What follows belongs to an exercise in optimizing a design on an open flow for small area and a short achievable clock period; a production flow would make more cautious choices.
Function was checked by simulation only, so behaviour that the tests miss may differ from the original.

== build 11 ==
// bitcruncher_dp
module bitcruncher_dp(
    input         clk,
    input         rst_n,
    input  [21:0] ctrl,             
    input  [15:0] MBR_in_memory,
    output [7:0]  MAR_out_memory,
    output [15:0] MBR_out_memory,
    output [7:0]  IR_out,
    output [3:0]  ALUflags
    );
    wire [21:0] Control_Signals = ctrl;
    wire [15:0] MBR_out;
    wire [15:0] BR_out;
    wire [15:0] ALU_out;
    wire [7:0]  PC_out;
    MAR u_MAR(
    .clk     ( clk     ),
    .rst_n   ( rst_n   ),
    .C5      ( Control_Signals[5]  ),
    .C10     ( Control_Signals[10] ),
    .MBR_out ( MBR_out ),
    .PC_out  ( PC_out  ),
    .MAR_out_memory ( MAR_out_memory )
    );
    MBR u_MBR(
    .clk           ( clk           ),
    .rst_n         ( rst_n         ),
    .C3            ( Control_Signals[3]  ),
    .C11           ( Control_Signals[11] ),
    .C12           ( Control_Signals[12] ),
    .ALU_out       ( ALU_out       ),
    .MBR_in_memory ( MBR_in_memory ),
    .MBR_out       ( MBR_out       ),
    .MBR_out_memory ( MBR_out_memory )
    );
    ALU_ACC u_ALU_ACC(
    .clk     ( clk     ),
    .rst_n   ( rst_n   ),
    .C8      ( Control_Signals[8]  ),
    .C9      ( Control_Signals[9]  ),
    .C13     ( Control_Signals[13] ),
    .C15     ( Control_Signals[15] ),
    .C16     ( Control_Signals[16] ),
    .C17     ( Control_Signals[17] ),
    .C18     ( Control_Signals[18] ),
    .C19     ( Control_Signals[19] ),
    .C20     ( Control_Signals[20] ),
    .C21     ( Control_Signals[21] ),
    .BR_out  ( BR_out  ),
    .ALU_out ( ALU_out ),
    .ALUflags ( ALUflags )
    );
    PC u_PC(
    .clk     ( clk     ),
    .rst_n   ( rst_n   ),
    .C6      ( Control_Signals[6]  ),
    .C14     ( Control_Signals[14] ),
    .MBR_out ( MBR_out ),
    .PC_out  ( PC_out  )
    );
    IR u_IR(
    .clk     ( clk     ),
    .rst_n   ( rst_n   ),
    .C4      ( Control_Signals[4] ),
    .MBR_out ( MBR_out ),
    .IR_out  ( IR_out  )
    );
    BR u_BR(
    .clk     ( clk     ),
    .rst_n   ( rst_n   ),
    .C7      ( Control_Signals[7] ),
    .MBR_out ( MBR_out ),
    .BR_out  ( BR_out  )
    );
endmodule
Size: roughly 2700 cells after synthesis.
export LEC_CHECK = 0
export CAP_MARGIN = 20
export CORE_MARGIN = 2
export CORE_UTILIZATION = 40
export SLEW_MARGIN = 20
create_clock -name core_clock -period 40.0 [get_ports {clk}]
standard.sh (not shown) runs the stock make flow with config.mk's settings and CLKGATE_MAP_FILE= SYNTH_SCRIPT=/design/flow/synth_recipe.tcl, a recipe that flattens the netlist after the stock synthesis.
==> flow/flow/run.sh <==
#!/bin/bash
# The standard layout, with the standard synthesis, but with timing repair
# aiming for 21 ns of setup slack instead of 0 (the clock period and the
# constraints are the design's own). Each step's output goes to its own log.
set -euo pipefail
bash standard.sh synth > synth.log 2>&1
bash standard.sh SETUP_SLACK_MARGIN=21 finish > layout.log 2>&1
Changes in build 92 relative to build 11:
--- a/flow/flow/run.sh
+++ b/flow/flow/run.sh
@@ -3 +3 @@
-# aiming for 21 ns of setup slack instead of 0 (the clock period and the
+# aiming for 24 ns of setup slack instead of 0 (the clock period and the
@@ -7 +7 @@
-bash standard.sh SETUP_SLACK_MARGIN=21 finish > layout.log 2>&1
+bash standard.sh SETUP_SLACK_MARGIN=24 finish > layout.log 2>&1
### Flow results
- Final standard cell count with taps included and fillers excluded grows by a few percent when moving from build 11 to build 92.
- Final critical-path required period down 2200 ps in build 92 wrt build 11
- Relative to build 11, the final cell area reported for build 92 is higher.
- Per the comparison of build 92 with build 11, ratio of cells with drive above 1 in the final layout increased by 13 points relative to the old numbers; count of buffers from port buffering closely matched the old numbers.
Changes in build 80 relative to build 92:
--- a/flow/flow/run.sh
+++ b/flow/flow/run.sh
@@ -3 +3 @@
-# aiming for 24 ns of setup slack instead of 0 (the clock period and the
+# aiming for 18 ns of setup slack instead of 0 (the clock period and the
@@ -7 +7 @@
-bash standard.sh SETUP_SLACK_MARGIN=24 finish > layout.log 2>&1
+bash standard.sh SETUP_SLACK_MARGIN=18 finish > layout.log 2>&1
--- outcome ---
- Build 80 ended up with a lower iteration count of the initial detailed-routing pass than build 92 did.
- Build 80 — critical path depth 1.3% lower, build 92 as reference
- On TritonCTS buffer count, build 92 and build 80 are basically level.
- Post-DP HPWL: lower on build 80
- In the tables for build 92 and build 80, synthesis-to-layout area growth reads higher with build 92.
- Area: build 80 vs build 92 -> build 80 smaller
- Re largest incremental delay on the critical path: build 92 and build 80 aren't equal, and the lower value belongs to build 92.
- Per the comparison of build 80 with build 92, worst-case reg-to-reg path depth shows a reduction of 1; wire length shows a reduction of about 7%; first-pass GRT wire length shows a reduction of 4.0%.
Modified inputs, build 50 compared to build 80
==> flow/run.sh (new file) <==
#!/bin/bash
# synth_recipe.tcl (not shown) runs the flow's synth.tcl, then flattens the netlist and writes it again
# the make line also repeats each setting of config.mk as NAME=value (left out here)
make -C /OpenROAD-flow-scripts/flow DESIGN_CONFIG=/design/flow/config.mk WORK_HOME=/design/flow/orfs CLKGATE_MAP_FILE= SYNTH_SCRIPT=/design/flow/synth_recipe.tcl finish
removed: flow/flow/run.sh
removed: flow/standard.sh
- Build 50 vs. build 80: path length in cells of the critical path went down by 2.6%.
- On area taken by multi-input logic gates, build 50 and build 80 are neck and neck.
- On fraction of met1 tracks used by global routing, build 50 and build 80 are basically level.


Setup of job 806:
Another version of the RTL of bitcruncher_dp (not shown whole).
Size in the first run: roughly 2900 cells after synthesis, roughly 0.020 sq mm of cells after synthesis.
## bitcruncher_dp
module bitcruncher_dp(
    input         clk,
    input         rst_n,
    input  [21:0] ctrl,             
    input  [15:0] MBR_in_memory,
    output [7:0]  MAR_out_memory,
    output [15:0] MBR_out_memory,
    output [7:0]  IR_out,
    output [3:0]  ALUflags
    );
    wire [21:0] Control_Signals = ctrl;
    wire [15:0] MBR_out;
    wire [15:0] BR_out;
    wire [15:0] ALU_out;
    wire [7:0]  PC_out;
    MAR u_MAR(
    .clk     ( clk     ),
    .rst_n   ( rst_n   ),
    .C5      ( Control_Signals[5]  ),
    .C10     ( Control_Signals[10] ),
    .MBR_out ( MBR_out ),
    .PC_out  ( PC_out  ),
    .MAR_out_memory ( MAR_out_memory )
    );
    MBR u_MBR(
    .clk           ( clk           ),
    .rst_n         ( rst_n         ),
    .C3            ( Control_Signals[3]  ),
    .C11           ( Control_Signals[11] ),
    .C12           ( Control_Signals[12] ),
    .ALU_out       ( ALU_out       ),
    .MBR_in_memory ( MBR_in_memory ),
    .MBR_out       ( MBR_out       ),
    .MBR_out_memory ( MBR_out_memory )
    );
    ALU_ACC u_ALU_ACC(
    .clk     ( clk     ),
    .rst_n   ( rst_n   ),
    .C8      ( Control_Signals[8]  ),
    .C9      ( Control_Signals[9]  ),
    .C13     ( Control_Signals[13] ),
    .C15     ( Control_Signals[15] ),
    .C16     ( Control_Signals[16] ),
    .C17     ( Control_Signals[17] ),
    .C18     ( Control_Signals[18] ),
    .C19     ( Control_Signals[19] ),
    .C20     ( Control_Signals[20] ),
    .C21     ( Control_Signals[21] ),
    .BR_out  ( BR_out  ),
    .ALU_out ( ALU_out ),
    .ALUflags ( ALUflags )
    );
    PC u_PC(
    .clk     ( clk     ),
    .rst_n   ( rst_n   ),
    .C6      ( Control_Signals[6]  ),
    .C14     ( Control_Signals[14] ),
    .MBR_out ( MBR_out ),
    .PC_out  ( PC_out  )
    );
    IR u_IR(
    .clk     ( clk     ),
    .rst_n   ( rst_n   ),
    .C4      ( Control_Signals[4] ),
    .MBR_out ( MBR_out ),
    .IR_out  ( IR_out  )
    );
    BR u_BR(
    .clk     ( clk     ),
    .rst_n   ( rst_n   ),
    .C7      ( Control_Signals[7] ),
    .MBR_out ( MBR_out ),
    .BR_out  ( BR_out  )
  ...
Settings: LEC_CHECK=0, ABC_AREA=1, CAP_MARGIN=20, CORE_MARGIN=2, CORE_UTILIZATION=40, SLEW_MARGIN=20; clock period 40.0 ns.
==> flow/flow/run.sh <==
#!/bin/bash
# The standard layout, with the standard synthesis, but with timing repair
# aiming for 28 ns of setup slack instead of 0 (the clock period and the
# constraints are the design's own). Each step's output goes to its own log.
set -euo pipefail
bash standard.sh synth > synth.log 2>&1
bash standard.sh SETUP_SLACK_MARGIN=28 finish > layout.log 2>&1
Job 806 reached the end of the flow, and the finished layout is clean on the timing, DRC and antenna checks.
## Diff of input files: job 9592 against job 806
# job 806
export LEC_CHECK = 0
export ABC_AREA = 1
export CAP_MARGIN = 20
export CORE_MARGIN = 2
export CORE_UTILIZATION = 40
export SLEW_MARGIN = 20
create_clock -name core_clock -period 40.0 [get_ports {clk}]
# job 9592
export LEC_CHECK = 0
export ABC_AREA = 1
export CAP_MARGIN = 20
export CORE_MARGIN = 2
export CORE_UTILIZATION = 55
export SLEW_MARGIN = 20
create_clock -name core_clock -period 40.0 [get_ports {clk}]
==> flow/flow/run.sh <==
#!/bin/bash
# The standard layout, with the standard synthesis, but with timing repair
# aiming for 26 ns of setup slack instead of 0 (the clock period and the
# constraints are the design's own). Each step's output goes to its own log.
set -euo pipefail
bash standard.sh synth > synth.log 2>&1
bash standard.sh SETUP_SLACK_MARGIN=26 finish > layout.log 2>&1
Notes after the runs:
Cmp job 9592 and job 806 / maximum single-stage delay on the critical path / higher: job 9592
Per the comparison of job 9592 with job 806, detailed router's first-iteration violation count now larger, die area moved down.
Going from job 806 to job 9592, number of ordinary and repair buffers in the finished layout shrank by more than a quarter.
Between job 806 and job 9592, filler cell count decreased.
Compared to job 806, job 9592 shows a narrower setup margin.
Of the two values seen for end of the critical path, u_ALU_ACC.ALUflags[3] was produced by job 9592 and u_ALU_ACC.ACC[0] by job 806.
Min area growth from synthesis to layout across job 9592 and job 806: job 9592
In job 9592, the worst hold slack came out 0.0041 ns above the value in job 806.
Job 9592 ended up with sky130_fd_sc_hd__clkdlybuf4s50_1 as its slowest library cell on the worst path; job 806 ended up with sky130_fd_sc_hd__dfrtp_1.
#### Input delta (job 2664 over job 9592)
# job 9592
export LEC_CHECK = 0
export ABC_AREA = 1
export CAP_MARGIN = 20
export CORE_MARGIN = 2
export CORE_UTILIZATION = 55
export SLEW_MARGIN = 20
create_clock -name core_clock -period 40.0 [get_ports {clk}]
# job 2664
export LEC_CHECK = 0
export CAP_MARGIN = 20
export CORE_MARGIN = 2
export CORE_UTILIZATION = 40
export SLEW_MARGIN = 20
create_clock -name core_clock -period 40.0 [get_ports {clk}]
==> flow/flow/run.sh <==
#!/bin/bash
# The standard layout, with the standard synthesis, but with timing repair
# aiming for 24 ns of setup slack instead of 0 (the clock period and the
# constraints are the design's own). Each step's output goes to its own log.
set -euo pipefail
bash standard.sh synth > synth.log 2>&1
bash standard.sh SETUP_SLACK_MARGIN=24 finish > layout.log 2>&1
--- outcome ---
For job 9592, the critical path endpoint was u_ALU_ACC.ALUflags[3], unlike job 2664, where it was u_ALU_ACC.ACC[1]. Job 2664 ended with more number of filler instances in the final layout than job 9592. Compared job 2664 vs job 9592, and mux contribution to synthesized area is up in job 2664. Re slew at the pin closest to its max-slew limit: job 9592 was lower than job 2664. Taking job 9592 as the reference, in job 2664 die area saw an increase, number of flip-flops and latches in the synthesized netlist ~0 delta, first-pass iteration count of the detailed router now smaller, global routing usage on met3 now sits lower. Job 2664 vs. job 9592: number of non-clock inverters went down by 215.
## Diff of input files: job 6052 against job 2664
# job 2664
export LEC_CHECK = 0
export CAP_MARGIN = 20
export CORE_MARGIN = 2
export CORE_UTILIZATION = 40
export SLEW_MARGIN = 20
create_clock -name core_clock -period 40.0 [get_ports {clk}]
# job 6052
export LEC_CHECK = 0
export ABC_AREA = 1
export CAP_MARGIN = 20
export CORE_MARGIN = 2
export CORE_UTILIZATION = 40
export PLACE_DENSITY = 0.75
export SLEW_MARGIN = 20
create_clock -name core_clock -period 40.0 [get_ports {clk}]
==> flow/flow/run.sh <==
#!/bin/bash
# The standard layout, with the standard synthesis, but with timing repair
# aiming for 26 ns of setup slack instead of 0 (the clock period and the
# constraints are the design's own). Each step's output goes to its own log.
set -euo pipefail
bash standard.sh synth > synth.log 2>&1
bash standard.sh SETUP_SLACK_MARGIN=26 finish > layout.log 2>&1
==> summary.txt <==
Job 6052 completed; timing, DRC and antenna clean. Job 2664: flow completed, timing, DRC and antenna clean. Job 6052 — achievable clock frequency about 16% higher, job 2664 as reference. Post-layout instance count excluding filler cells (job 6052 / job 2664): 1.05. Number of filler instances in the final layout: job 6052 vs job 2664 up about 5.5%. Going from job 2664 to job 6052, setup slack moved up; global routing met2 resource utilization moved down. The more densely filled core belongs to job 2664, not job 6052. Summary of job 6052 over job 2664: final sum of negative setup slack was more or less identical, net count of the mapped netlist went up. Sort job 2664 and job 6052 by sequential fraction of total cell area, ascending, and job 2664 comes first.


v1:
Starting RTL as in the previous note.
==> flow/config.mk <==
export PLATFORM = sky130hd
export DESIGN_NAME = bitcruncher_dp
export DESIGN_NICKNAME = bitcruncher_dp
export VERILOG_FILES = /design/flow/design.v
export SDC_FILE = /design/flow/constraint.sdc
export NUM_CORES = 4
export LEC_CHECK = 0
export ABC_AREA = 1
export CAP_MARGIN = 20
export CORE_MARGIN = 2
export CORE_UTILIZATION = 40
export SLEW_MARGIN = 20
export SYNTH_HIERARCHICAL = 1
==> flow/constraint.sdc <==
create_clock -name core_clock -period 40.0 [get_ports {clk}]
set_input_delay 8.0000 -clock core_clock [delete_from_list [all_inputs] [get_ports {clk}]]
set_output_delay 8.0000 -clock core_clock [all_outputs]
set_load 0.01 [all_outputs]
==> flow/flow/run.sh <==
#!/bin/bash
# The standard layout, with the standard synthesis, but with timing repair
# aiming for 26 ns of setup slack instead of 0 (the clock period and the
# constraints are the design's own). Each step's output goes to its own log.
set -euo pipefail
bash standard.sh synth > synth.log 2>&1
bash standard.sh SETUP_SLACK_MARGIN=26 finish > layout.log 2>&1
Setup changes, v1 to v26
Settings: clearing SYNTH_HIERARCHICAL, which used to be 1; clearing ABC_AREA, which used to be 1.
-- flow/flow/run.sh --
<<< v1, line 3
# aiming for 26 ns of setup slack instead of 0 (the clock period and the
>>> v26, line 3
# aiming for 22 ns of setup slack instead of 0 (the clock period and the
<<< v1, line 7
bash standard.sh SETUP_SLACK_MARGIN=26 finish > layout.log 2>&1
>>> v26, line 7
bash standard.sh SETUP_SLACK_MARGIN=22 finish > layout.log 2>&1
[summary]
v26 completed end to end with timing, DRC and antenna clean.
NOTE die area v1->v26 decreased by a few percent
The higher global-route wire length before repair of v1 and v26 is in v26.
v26 — routed wire length on met3 2800 um higher, v1 as reference
In v26, the HPWL after detailed placement came out 9.8% above the value in v1.
Looking at count of inserted antenna diode cells, v26 sits 1 higher than v1 does.
The fmax of v26 was inferior to that of v1.
Against v1, v26 reports a total placed cells including tap cells that is lower.
Cells: v26 has fewer instances than v1
#### Input delta (v48 over v26)
Settings: ABC_AREA newly set to 1.
-- flow/flow/run.sh --
<<< v26, line 3
# aiming for 22 ns of setup slack instead of 0 (the clock period and the
>>> v48, line 3
# aiming for 26 ns of setup slack instead of 0 (the clock period and the
<<< v26, line 7
bash standard.sh SETUP_SLACK_MARGIN=22 finish > layout.log 2>&1
>>> v48, line 7
bash standard.sh SETUP_SLACK_MARGIN=26 finish > layout.log 2>&1
Notes after the runs:
v48 has more setup slack than v26.
On design area: v48 sits below v26.
Compared to v26, the router laid down less metal wire for v48.
Changes in v34 relative to v48:
==> flow/flow/run.sh <==
#!/bin/bash
# The standard layout with two changes in how it is made (the clock period and
# the constraints are the design's own):
#  - synthesis is the standard one, except that ABC maps for area with
#    "map -a" (a copy of ORFS's scripts folder with only abc_area.script
#    changed; registers are mapped before ABC, so they are the standard ones);
#  - timing repair aims for 26 ns of setup slack instead of 0.
# Each step's output goes to its own log.
set -euo pipefail
cp -r "$FLOW_HOME/scripts" ./scripts_abc
printf 'strash\ndch\nmap -a\ntopo\nstime -c\nbuffer -c\nupsize -c\ndnsize -c\n' > ./scripts_abc/abc_area.script
bash standard.sh SCRIPTS_DIR="$PWD/scripts_abc" synth > synth.log 2>&1
bash standard.sh SETUP_SLACK_MARGIN=26 finish > layout.log 2>&1
[summary]
v34: PASS, flow complete, no timing, DRC or antenna violations
v48 was carried through to the last stage, and its layout satisfied the timing, DRC and antenna checks.
Setup TNS came out exactly the same in v48 and v34.
Comparing the two runs side by side, v34 comes out ahead of v48 on DRC marker count from the first detailed-route iteration.
Looking at buffers plus inverters on the worst setup path across v48 and v34, the one that comes out higher is v34.
In the reports for v48 and v34, the larger largest net degree at the start of global routing belongs to v48.
Note that the fill cell instance count of the final layout recorded for v48 amounts to 1.2 times the value seen in v34.

-- what the ideal ports hide --
In the flow no input, the clock included, has a driving cell. The finished layouts below were timed again as built, in two steps. Step 1, drivers: a clkbuf_16 drives clk and a buf_2 each remaining input, both assumed. Step 2 adds t to the input delays and takes it off the output delays; t is the mean of the earliest and latest rising clock arrival at the registers after step 1. Input paths then give back, and output paths get back, about the clock's delay inside the block. Three values: no drivers, after step 1, after step 2; two values: the first two.
| run | shift t [ns] | slack for setup (ns) | worst setup path at the end |
|---|---|---|---|
| build 11 | 0.415 | 21.882 / 21.882 / 21.882 | register to register |
| build 92 | 0.422 | 24.080 / 24.080 / 24.080 | register to register |
| build 80 | 0.412 | 19.240 / 19.240 / 19.240 | register to register |
| build 50 | 0.414 | 18.219 / 18.219 / 18.219 | register to register |
| job 806 | 0.414 | 28.248 / 28.248 / 27.961 | input to register |
| job 9592 | 0.408 | 26.747 / 26.772 / 26.364 | input to register |
| job 2664 | 0.414 | 24.344 / 24.344 / 24.344 | register to register |
| job 6052 | 0.405 | 26.544 / 26.544 / 26.544 | register to register |
| v1 | 0.397 | 27.016 / 27.016 / 27.016 | register to register |
| v26 | 0.404 | 22.673 / 22.673 / 22.673 | register to register |
| v48 | 0.402 | 26.999 / 27.019 / 26.617 | input to register |
| v34 | 0.414 | 26.206 / 26.206 / 26.206 | register to register |
After both steps setup and hold are still met in every run listed. The setup slack of job 9592, which loses most, moves by +0.025 ns with the drivers and by -0.383 ns with both steps.
